What follows belongs to an exercise in optimizing a design on an open flow for small area and a short achievable clock period; a production flow would make more cautious choices. The RTL of this run was laid out without a check of its function.

===== flow/design.v =====
`default_nettype none
module async_reg(clk, ena, rst, d, q);
parameter N = 1;
input wire clk, ena, rst;
input wire [N-1:0] d;
output logic [N-1:0] q;
always_ff @(posedge clk, posedge rst) begin
  if (rst) begin
    q <= 0;
  end
  else begin
    if (ena) begin
      q <= d;
    end
  end
end
endmodule
`timescale 1ns / 100ps
`default_nettype none
module tapped_delay_block(b, x_in, x_out, y_in, y_out, clk, ena, rst);
parameter N = 32;
input  wire  signed [N-1:0] b;      
input  wire  signed [N-1:0] x_in;   
input  wire  signed [N-1:0] y_in;   
output logic signed [N-1:0] x_out;  
output logic signed [N-1:0] y_out;  
input  wire                 clk;
input  wire                 ena;
input  wire                 rst;
async_reg #(.N(N)) REGISTER(   
    .clk(clk),
    .ena(ena),
    .rst(rst),
    .d(x_in),
    .q(x_out)
);
always_comb begin : output_logic
    y_out = (x_in * b) + y_in;   
end
endmodule
`default_nettype wire  
`timescale 1ns / 100ps
`default_nettype none
module fir_n(x_in, y_out, b, clk, ena, rst);
parameter DELAYS = 3;   
parameter N = 32;
input  wire  signed [N-1:0]            x_in;   
output logic signed [N-1:0]            y_out;  
input  wire         [(DELAYS+1)*N-1:0] b;      
input  wire                            clk;    
input  wire                            ena;
input  wire                            rst;
logic signed [N-1:0] x_in_sync;
async_reg #(.N(N)) SYNCHRONIZER_X_IN(
    .clk(clk),
    .ena(ena),
    .rst(rst),
    .d(x_in),
    .q(x_in_sync)
);
wire [DELAYS * N -1:0] x_wire;  
wire [DELAYS * N -1:0] y_wire;  
generate
    genvar i;
    for(i = 0; i <= DELAYS; i++) begin
        if (i == 0) begin
            tapped_delay_block #(.N(N)) TDB0(   
                .b(b         [N-1 : 0]),
                .x_in(x_in_sync),  
                .x_out(x_wire[N-1 : 0]),
                .y_in(0),  
                .y_out(y_wire[N-1 : 0]),
                .clk(clk),
                .ena(ena),
                .rst(rst)
            );
        end else if (i == DELAYS) begin
            tapped_delay_block #(.N(N)) TDBD(   
                .b(b         [(DELAYS+1)*N-1  :  DELAYS*N]),
                .x_in(x_wire [ DELAYS*N -1    : (DELAYS-1)*N]),
                .y_in(y_wire [ DELAYS*N -1    : (DELAYS-1)*N]),
                .y_out(y_out),  
                .clk(clk),
                .ena(ena),
                .rst(rst)
            );
        end else begin
            tapped_delay_block #(.N(N)) TDBI(   
                .b(b         [(i+1)*N-1 :  i*N]),
                .x_in(x_wire [ i*N-1    : (i-1)*N]),
                .x_out(x_wire[(i+1)*N-1 :  i*N]),
                .y_in(y_wire [ i*N -1   : (i-1)*N]),
                .y_out(y_wire[(i+1)*N-1 :  i*N]),
                .clk(clk),
                .ena(ena),
                .rst(rst)
            );
        end
    end
endgenerate
task print_io();
    $display("%d,%d", x_in, y_out);
endtask
endmodule
`default_nettype wire  

===== flow/run.sh =====
#!/bin/bash
# synth_recipe.tcl (not shown) runs the flow's synth.tcl, then flattens the netlist and writes it again
# the make line also repeats each setting of config.mk as NAME=value (left out here)
make -C /OpenROAD-flow-scripts/flow DESIGN_CONFIG=/design/flow/config.mk WORK_HOME=/design/flow/orfs CLKGATE_MAP_FILE= SYNTH_SCRIPT=/design/flow/synth_recipe.tcl finish

===== flow/config.mk =====
export PLATFORM = sky130hd
export DESIGN_NAME = fir_n
export DESIGN_NICKNAME = fir_n
export VERILOG_FILES = /design/flow/design.v
export SDC_FILE = /design/flow/constraint.sdc
export NUM_CORES = 4
export LEC_CHECK = 0
export CAP_MARGIN = 20
export CORE_MARGIN = 2
export CORE_UTILIZATION = 40
export PLACE_DENSITY = 0.6
export SLEW_MARGIN = 20

===== flow/constraint.sdc =====
create_clock -name core_clock -period 16.0 [get_ports {clk}]
set_input_delay 3.2000 -clock core_clock [delete_from_list [all_inputs] [get_ports {clk}]]
set_output_delay 3.2000 -clock core_clock [all_outputs]
set_load 0.01 [all_outputs]

==> results.cfg <==
[run_status]
status = complete, no violations

[logic_synthesis]
async_flop_share_pct = 100.0
yosysWarnings = 2
synth.net_count = 10080
synthCells = 7548
synth_edf_count = 0
synth_area_mm2 = 0.07035
syn_area_per_cell_um2 = 9.321
ys_ff_latch = 128
ys_types = 42
ys.flop_type = dfrtp_1
ys_seq_area_share_pct = 4.553

[sta]
worstMarginPinSlew_ns = 1.169
report.final.slew_viol_count = 0
relSlewSlack_pct = 22.04
fmax_mhz = 63.76
layout_setup_ws_ns = 0.3155
hold_viol = 0
clock_skew_ns = 0.01961
min_period_ns = 15.68
min_period_over_period_pct = 98.03
rsz0062_at_grt = no
setup_viol = 0

[drt]
drc = 0
drtIter0Drc = 3365
drtPass1Iterations = 6
wl_per_cell_um = 21.97
drt_wl_total_um = 218300
vias = 49770
drtAntennaViolNets = 0
vias_per_cell = 5.008

[flow_run]
drv_cap = 0

[floorplanning]
io_pins = 195
dieArea_mm2 = 0.1793
rows = 153
start_util_pct = 40.34
coreArea_mm2 = 0.1744
die_x_um = 423.4
fp.dieH_um = 423.4

[grt]
track_usage_pct = 25.22
grt_overflow = 0
antenna_found_initial = 3
grt_max_degree = 83
grt_pass1_wl_um = 339600
grt_pass1_vias = 55710

[setup_path]
path_common_cell = fa_1
rrSetupSlack_ns = 14.51
cp.arrival_ns = 12.48
path_max_fanout = 20
cpPeakStageDelay_ns = 0.64
crit_slowest_cell = clkdlybuf4s50_1
startpoint_type = input pin
path_class = input pin to primary output
endpoint_kind = primary output
cp.required_ns = 12.80

[cts]
cts-root-buf = clkbuf_16
cts_tree = yes
cts.sinks = 128
clk_path_buf_depth = 2
clkLatencyLatePin_ns = 0.54
clk_pin_slew_ns = 0.08
numCtsBuffers = 17
hold_buffers = 0
h-tree-depth = 4

[cells_and_area]
area_growth_pct = 9.148
fin_nets = 10130
register_area_mm2 = 0.003206
nFillCells = 16840
fin_cells = 9938
final_cell_mix = 2,033 x inv_1, 1,796 x fa_1, 1,153 x nand2_1
drive_gt1_share_pct = 5.099
layout_commonest_cell = inv_1
multiInputGateArea_mm2 = 0.05814

[placement]
dp_hpwl_um = 185500
place.gp.congestion = 0.9464
placedCellCount = 9901
dp_slack_ns = -0.1068
port-buffer-count = 194

[hold_path]
min-delay-path-class = register to register

[power]
path summary, 6_finish.rpt:
kind,from,end,cells past startpoint
worst max-delay path,b[67],y_out[23],35
worst min-delay path,genblk1[2].genblk1.genblk1.TDBI.REGISTER.q[31]$_DFFE_PP0P_,genblk1[2].genblk1.genblk1.TDBI.REGISTER.q[31]$_DFFE_PP0P_,1
min in group asynchronous,rst,SYNCHRONIZER_X_IN.q[0]$_DFFE_PP0P_,2
max in group asynchronous,rst,genblk1[2].genblk1.genblk1.TDBI.REGISTER.q[1]$_DFFE_PP0P_,3
worst min register to register,genblk1[2].genblk1.genblk1.TDBI.REGISTER.q[31]$_DFFE_PP0P_,genblk1[2].genblk1.genblk1.TDBI.REGISTER.q[31]$_DFFE_PP0P_,1
worst max register to register,SYNCHRONIZER_X_IN.q[13]$_DFFE_PP0P_,genblk1[0].genblk1.TDB0.REGISTER.q[13]$_DFFE_PP0P_,1
routing by layer:
layer / routed length, um / global-route usage (%) / vias to the layer above
li1: - / - / 21200
met1: 90160 / 33.24 / 26380
met2: 105200 / 42.06 / 1788
met3: 13890 / 3.782 / 399
met4: 9110 / 9.312 / 0
met5: 0 / 0 / -
critical path, delay by kind of cell:
family | cells | cell delay, ns
AOI/OAI and AO/OA | 6 | 1.03
adders and majority gates | 12 | 5.55
xor gates and xnor gates | 1 | 0.29
buffers and inverters | 13 | 2.02
and+or+nand+nor | 3 | 0.32
layout make-up:
cell class	instances	area share (%)
clock buffers	18	0.5719
repair buffers	407	5.499
inverters	2034	9.949
well taps	2325	3.788
clock inverters	14	0.2965
flip-flops and latches	128	4.174
diodes	4	0.01304
multi-input cells	5008	75.71
flip-flops by register name, indices dropped and copies added, names as in the netlist:
name and flops:
genblk1.genblk1.genblk1.TDBI.REGISTER.q 64, SYNCHRONIZER_X_IN.q 32, genblk1.genblk1.TDB0.REGISTER.q 32
cells in the mapped netlist (all sizes together), types with 6 or more instances:
cell type | n | area (um^2)
nand2b | 6 | 37.54
nand2 | 1153 | 4328
mux2 | 129 | 1453
fa | 1796 | 35950
xor2 | 54 | 473.0
inv | 2034 | 7635
dfrtp | 128 | 3203
a21o | 13 | 97.59
xnor2 | 231 | 2023
buf | 11 | 52.55
nor2 | 16 | 60.06
ha | 573 | 7169
and2 | 966 | 6043
clkbuf | 367 | 1379
o21ai | 13 | 65.06
a21oi | 22 | 113.9
logic make-up after synthesis:
logic type | after synthesis | synth area share, %
flip-flops | 128 | 4.553
multiplexers | 129 | 2.065
adder cells (fa/ha/maj) | 2369 | 61.30
AND/OR/NAND/NOR | 2157 | 15.02
AO/OA/AOI/OAI | 67 | 0.6047
buffers and inverters | 2412 | 12.89
XOR/XNOR | 286 | 3.580
what timing repair did:
action / CTS / global route
pin swaps: 1 / 1
buffers inserted: 1 / 0
resized for setup: 2 / 17
endpoints found under the setup margin: 3 / 8
stage by stage:
step	TNS [ns]	utilization [%]	area, um^2	hold slack (ns)
after CTS	0	43.99	76720	0.5198
after floorplan	0	-	70350	0.4811
after global routing	0	44.03	76780	0.5256
final	0	44.03	76790	0.5203
after detailed placement	-0.1068	43.60	76040	0.4966
after global placement	-0.07999	43.60	76030	0.4933

## afterwards: timing with drivers on the ports
Ports are ideal in the flow. The routed layout listed here was re-timed in OpenROAD. Step 1 (the two cells are an assumption about what drives the block):
set clk [get_ports {clk}]
set_driving_cell -lib_cell sky130_fd_sc_hd__clkbuf_16 $clk
set_driving_cell -lib_cell sky130_fd_sc_hd__buf_2 [delete_from_list [all_inputs] $clk]
Step 2 also shifts input and output timing later by t, the mid clock arrival at the registers, as if the neighbouring blocks saw the same clock. Slacks: ideal ports / drivers / drivers and shift; pairs: ideal ports / drivers.
t (ns): 0.601
slack for setup (ns): 0.316 / 0.294 / 0.294
clock arrival spread, ns: 0.023 / 0.022
cell pins on the clock port's net: 1
After both steps this run still meets setup and hold. The setup slack of this run moves by -0.022 ns with the drivers and by -0.022 ns with both steps.
